Context: an optimization exercise on an open-source flow, tuned for small area. The choices shown serve that exercise and are no tape-out recipe. In this exercise RTL edits were held to simulation tests only and were not proved equivalent to the original.

Design eth_crc32_gen, start of the top module:
module eth_crc32_gen (
  input         clk,
  input         rst_n,
  input         data_vld,
  input         data_eop,
  input         data_sop,
  input  [63:0] data_in,
  input  [2:0]  data_be,
  output [31:0] crc_out,
  output reg    crc_vld
);
For scale: ~33 flip-flops, ~110 I/O pins, about 0.0064 sq mm of cells after synthesis.
==> flow/config.mk <==
export PLATFORM = sky130hd
export DESIGN_NAME = eth_crc32_gen
export DESIGN_NICKNAME = eth_crc32_gen
export VERILOG_FILES = /design/flow/design.v
export SDC_FILE = /design/flow/constraint.sdc
export NUM_CORES = 4
export LEC_CHECK = 0
export CAP_MARGIN = 20
export CORE_MARGIN = 2
export CORE_UTILIZATION = 40
export SETUP_SLACK_MARGIN = 0.4
export SLEW_MARGIN = 20
export SYNTH_HIERARCHICAL = 1
export SYNTH_MINIMUM_KEEP_SIZE = 0
==> flow/constraint.sdc <==
create_clock -name core_clock -period 9.0 [get_ports {clk}]
set_input_delay 1.8000 -clock core_clock [delete_from_list [all_inputs] [get_ports {clk}]]
set_output_delay 1.8000 -clock core_clock [all_outputs]
set_load 0.01 [all_outputs]
standard.sh (not shown) runs the stock make flow with config.mk's settings and CLKGATE_MAP_FILE= SYNTH_SCRIPT=/design/flow/synth_recipe.tcl, a recipe that flattens the netlist after the stock synthesis.
==> flow/flow/run.sh <==
#!/bin/bash
# The standard layout, except that the port buffers are plain buf_1 cells
# (buffer_ports otherwise picks clkdlybuf4s50_1, which is 2.7x larger).
# Every port still gets its own buffer. All output goes to standard.log.
set -euo pipefail
export BUFFER_PORTS_ARGS="-buffer_cell sky130_fd_sc_hd__buf_1"
bash standard.sh > standard.log 2>&1
Rerun with:
==> flow/run.sh (new file) <==
#!/bin/bash
# synth_recipe.tcl (not shown) runs the flow's synth.tcl, then flattens the netlist and writes it again
# the make line also repeats each setting of config.mk as NAME=value (left out here)
make -C /OpenROAD-flow-scripts/flow DESIGN_CONFIG=/design/flow/config.mk WORK_HOME=/design/flow/orfs CLKGATE_MAP_FILE= SYNTH_SCRIPT=/design/flow/synth_recipe.tcl finish
removed: flow/flow/run.sh
removed: flow/standard.sh
=> Worst setup slack is worse by 0.42 ns; design area went up by 9.0%; die area is unchanged; clock skew barely changes; sequential share of layout area is lower by 0.75 points.

---

job 305:
Another version of the RTL of eth_crc32_gen (not shown whole).
For scale: roughly 33 flip-flops, ~110 I/O pins, roughly 0.0062 sq mm of cells after synthesis.
Design eth_crc32_gen, start of the top module:
module eth_crc32_gen (
  input         clk,
  input         rst_n,
  input         data_vld,
  input         data_eop,
  input         data_sop,
  input  [63:0] data_in,
  input  [2:0]  data_be,
  output [31:0] crc_out,
  output reg    crc_vld
);
  reg  [31:0] crc_n;
  wire [31:0] crc_d_n;
  wire [7:0]  sel;      
  wire        nsop;
  cg_dec u_dec (.be(data_be), .sop(data_sop), .sel(sel), .nsop(nsop));
  wire [63:0] y;
  wire [31:0] sd;       
  assign y[63:32] = data_in[63:32];
  genvar g;
  generate for (g = 0; g < 32; g = g + 1) begin : sg
    cg_nd2 un (.a(crc_n[g]), .b(nsop), .y(sd[g]));
    cg_x2 ux (.a(data_in[g]), .b(sd[g]), .y(y[g]));
  end endgenerate
  wire [63:0] xs;
  generate for (g = 0; g < 8; g = g + 1) begin : lg
    cg_nd2 ul0_0 (.a(sel[0]), .b(y[0+g]), .y(xs[0+g]));
    cg_a22o ul1_0 (.a1(sel[0]), .a2(y[8+g]), .b1(sel[1]), .b2(y[0+g]), .y(xs[8+g]));
    cg_a222oi ul2_0 (.a1(sel[0]), .a2(y[16+g]), .b1(sel[1]), .b2(y[8+g]), .c1(sel[2]), .c2(y[0+g]), .y(xs[16+g]));
    wire l3_0;
    cg_a222oi ul3_0 (.a1(sel[0]), .a2(y[24+g]), .b1(sel[1]), .b2(y[16+g]), .c1(sel[2]), .c2(y[8+g]), .y(l3_0));
    wire l3_1;
    cg_nd2 ul3_1 (.a(sel[3]), .b(y[0+g]), .y(l3_1));
    cg_nd2 ul3_n (.a(l3_0), .b(l3_1), .y(xs[24+g]));
    wire l4_0;
    cg_a222oi ul4_0 (.a1(sel[0]), .a2(y[32+g]), .b1(sel[1]), .b2(y[24+g]), .c1(sel[2]), .c2(y[16+g]), .y(l4_0));
    cg_a22oi_nd2 ul4_n (.a1(sel[3]), .a2(y[8+g]), .b1(sel[4]), .b2(y[0+g]), .g1(l4_0), .y(xs[32+g]));
    wire l5_0;
    cg_a222oi ul5_0 (.a1(sel[0]), .a2(y[40+g]), .b1(sel[1]), .b2(y[32+g]), .c1(sel[2]), .c2(y[24+g]), .y(l5_0));
    wire l5_1;
    cg_a222oi ul5_1 (.a1(sel[3]), .a2(y[16+g]), .b1(sel[4]), .b2(y[8+g]), .c1(sel[5]), .c2(y[0+g]), .y(l5_1));
    cg_nd2 ul5_n (.a(l5_0), .b(l5_1), .y(xs[40+g]));
    wire l6_0;
  ...
Settings: LEC_CHECK=0, CAP_MARGIN=20, CORE_MARGIN=2, CORE_UTILIZATION=65, SETUP_SLACK_MARGIN=0.4, SLEW_MARGIN=20, SYNTH_HIERARCHICAL=1, SYNTH_MINIMUM_KEEP_SIZE=0; clock period 9.0 ns.
==> flow/flow/run.sh <==
#!/bin/bash
# The standard layout, except:
#  - the port buffers are plain buf_1 cells (buffer_ports otherwise picks
#    clkdlybuf4s50_1, 2.7x larger); every port still gets its own buffer;
#  - clock tree: clkbuf_8 buffers and no dummy loads.
# All output goes to standard.log (ORFS's own logs are under orfs/logs).
set -euo pipefail
export BUFFER_PORTS_ARGS="-buffer_cell sky130_fd_sc_hd__buf_1"
export CTS_ARGS="-sink_clustering_enable -repair_clock_nets -dont_use_dummy_load -buf_list sky130_fd_sc_hd__clkbuf_8"
bash standard.sh > standard.log 2>&1
## Diff of input files: job 9174 against job 305
Settings: changing CORE_UTILIZATION from 65 to 80.
==> comparison <==
Job 9174 went all the way through the flow, and no timing, DRC or antenna check failed.
Share of final-layout standard cells stronger than drive strength 1 ends up lower on job 9174.
Clock skew of job 305 is on par with job 9174.
Non-clock buffer total of the final layout, job 9174 vs job 305: down slightly
First-pass GRT wire length went up by more than 10% going from job 305 to job 9174.
Edits applied to the flow inputs when going from job 9174 to job 8890:
Settings: a change of CORE_UTILIZATION from 80 to 72.
Findings:
Looking at job 9174 and job 8890, the synthesized netlist net count is a wash.
Of job 9174 and job 8890, the higher post-detailed-route via-to-cell ratio belongs to job 9174.
Sort job 9174 and job 8890 by wire length, descending, and job 9174 comes first.
In the reports for job 9174 and job 8890, the larger actual transition at the worst max-transition pin belongs to job 9174.
Job 8890: worst setup slack is 980 ps higher than what job 9174 reported.
Per the comparison of job 8890 with job 9174, number of nets in the finished design stayed essentially flat.

==> separate check: timing with driven ports <==
The flow's constraints put no driver on any port. The routed layouts listed below were extracted and timed again, unchanged, in two steps. Step 1 assumes that a clkbuf_16 drives the clock port and a buf_2 every other input. Step 2 adds t to the input delays and takes it off the output delays; t is the mean of the earliest and latest rising clock arrival at the registers after step 1. Input paths then give back, and output paths get back, about the clock's delay inside the block. Three values: ideal ports, drivers, drivers and shift; two values: the first two.
run | t (ns) | setup WS [ns] | hold WS [ns]
the first run of note 1 | 0.329 | 2.598 / 2.618 / 2.290 | 1.200 / 1.200 / 1.200
the second run of note 1 | 0.335 | 2.178 / 2.191 / 1.856 | 1.132 / 1.132 / 1.132
job 305 | 0.322 | 1.753 / 1.766 / 1.444 | 1.244 / 1.244 / 1.244
job 9174 | 0.329 | 1.396 / 1.410 / 1.081 | 1.306 / 1.306 / 1.306
job 8890 | 0.324 | 2.375 / 2.383 / 2.060 | 1.251 / 1.251 / 1.251
After both steps setup and hold are still met in every run listed. For the second run of note 1, which loses most, drivers alone change the setup slack by +0.013 ns; drivers and shift together by -0.322 ns.
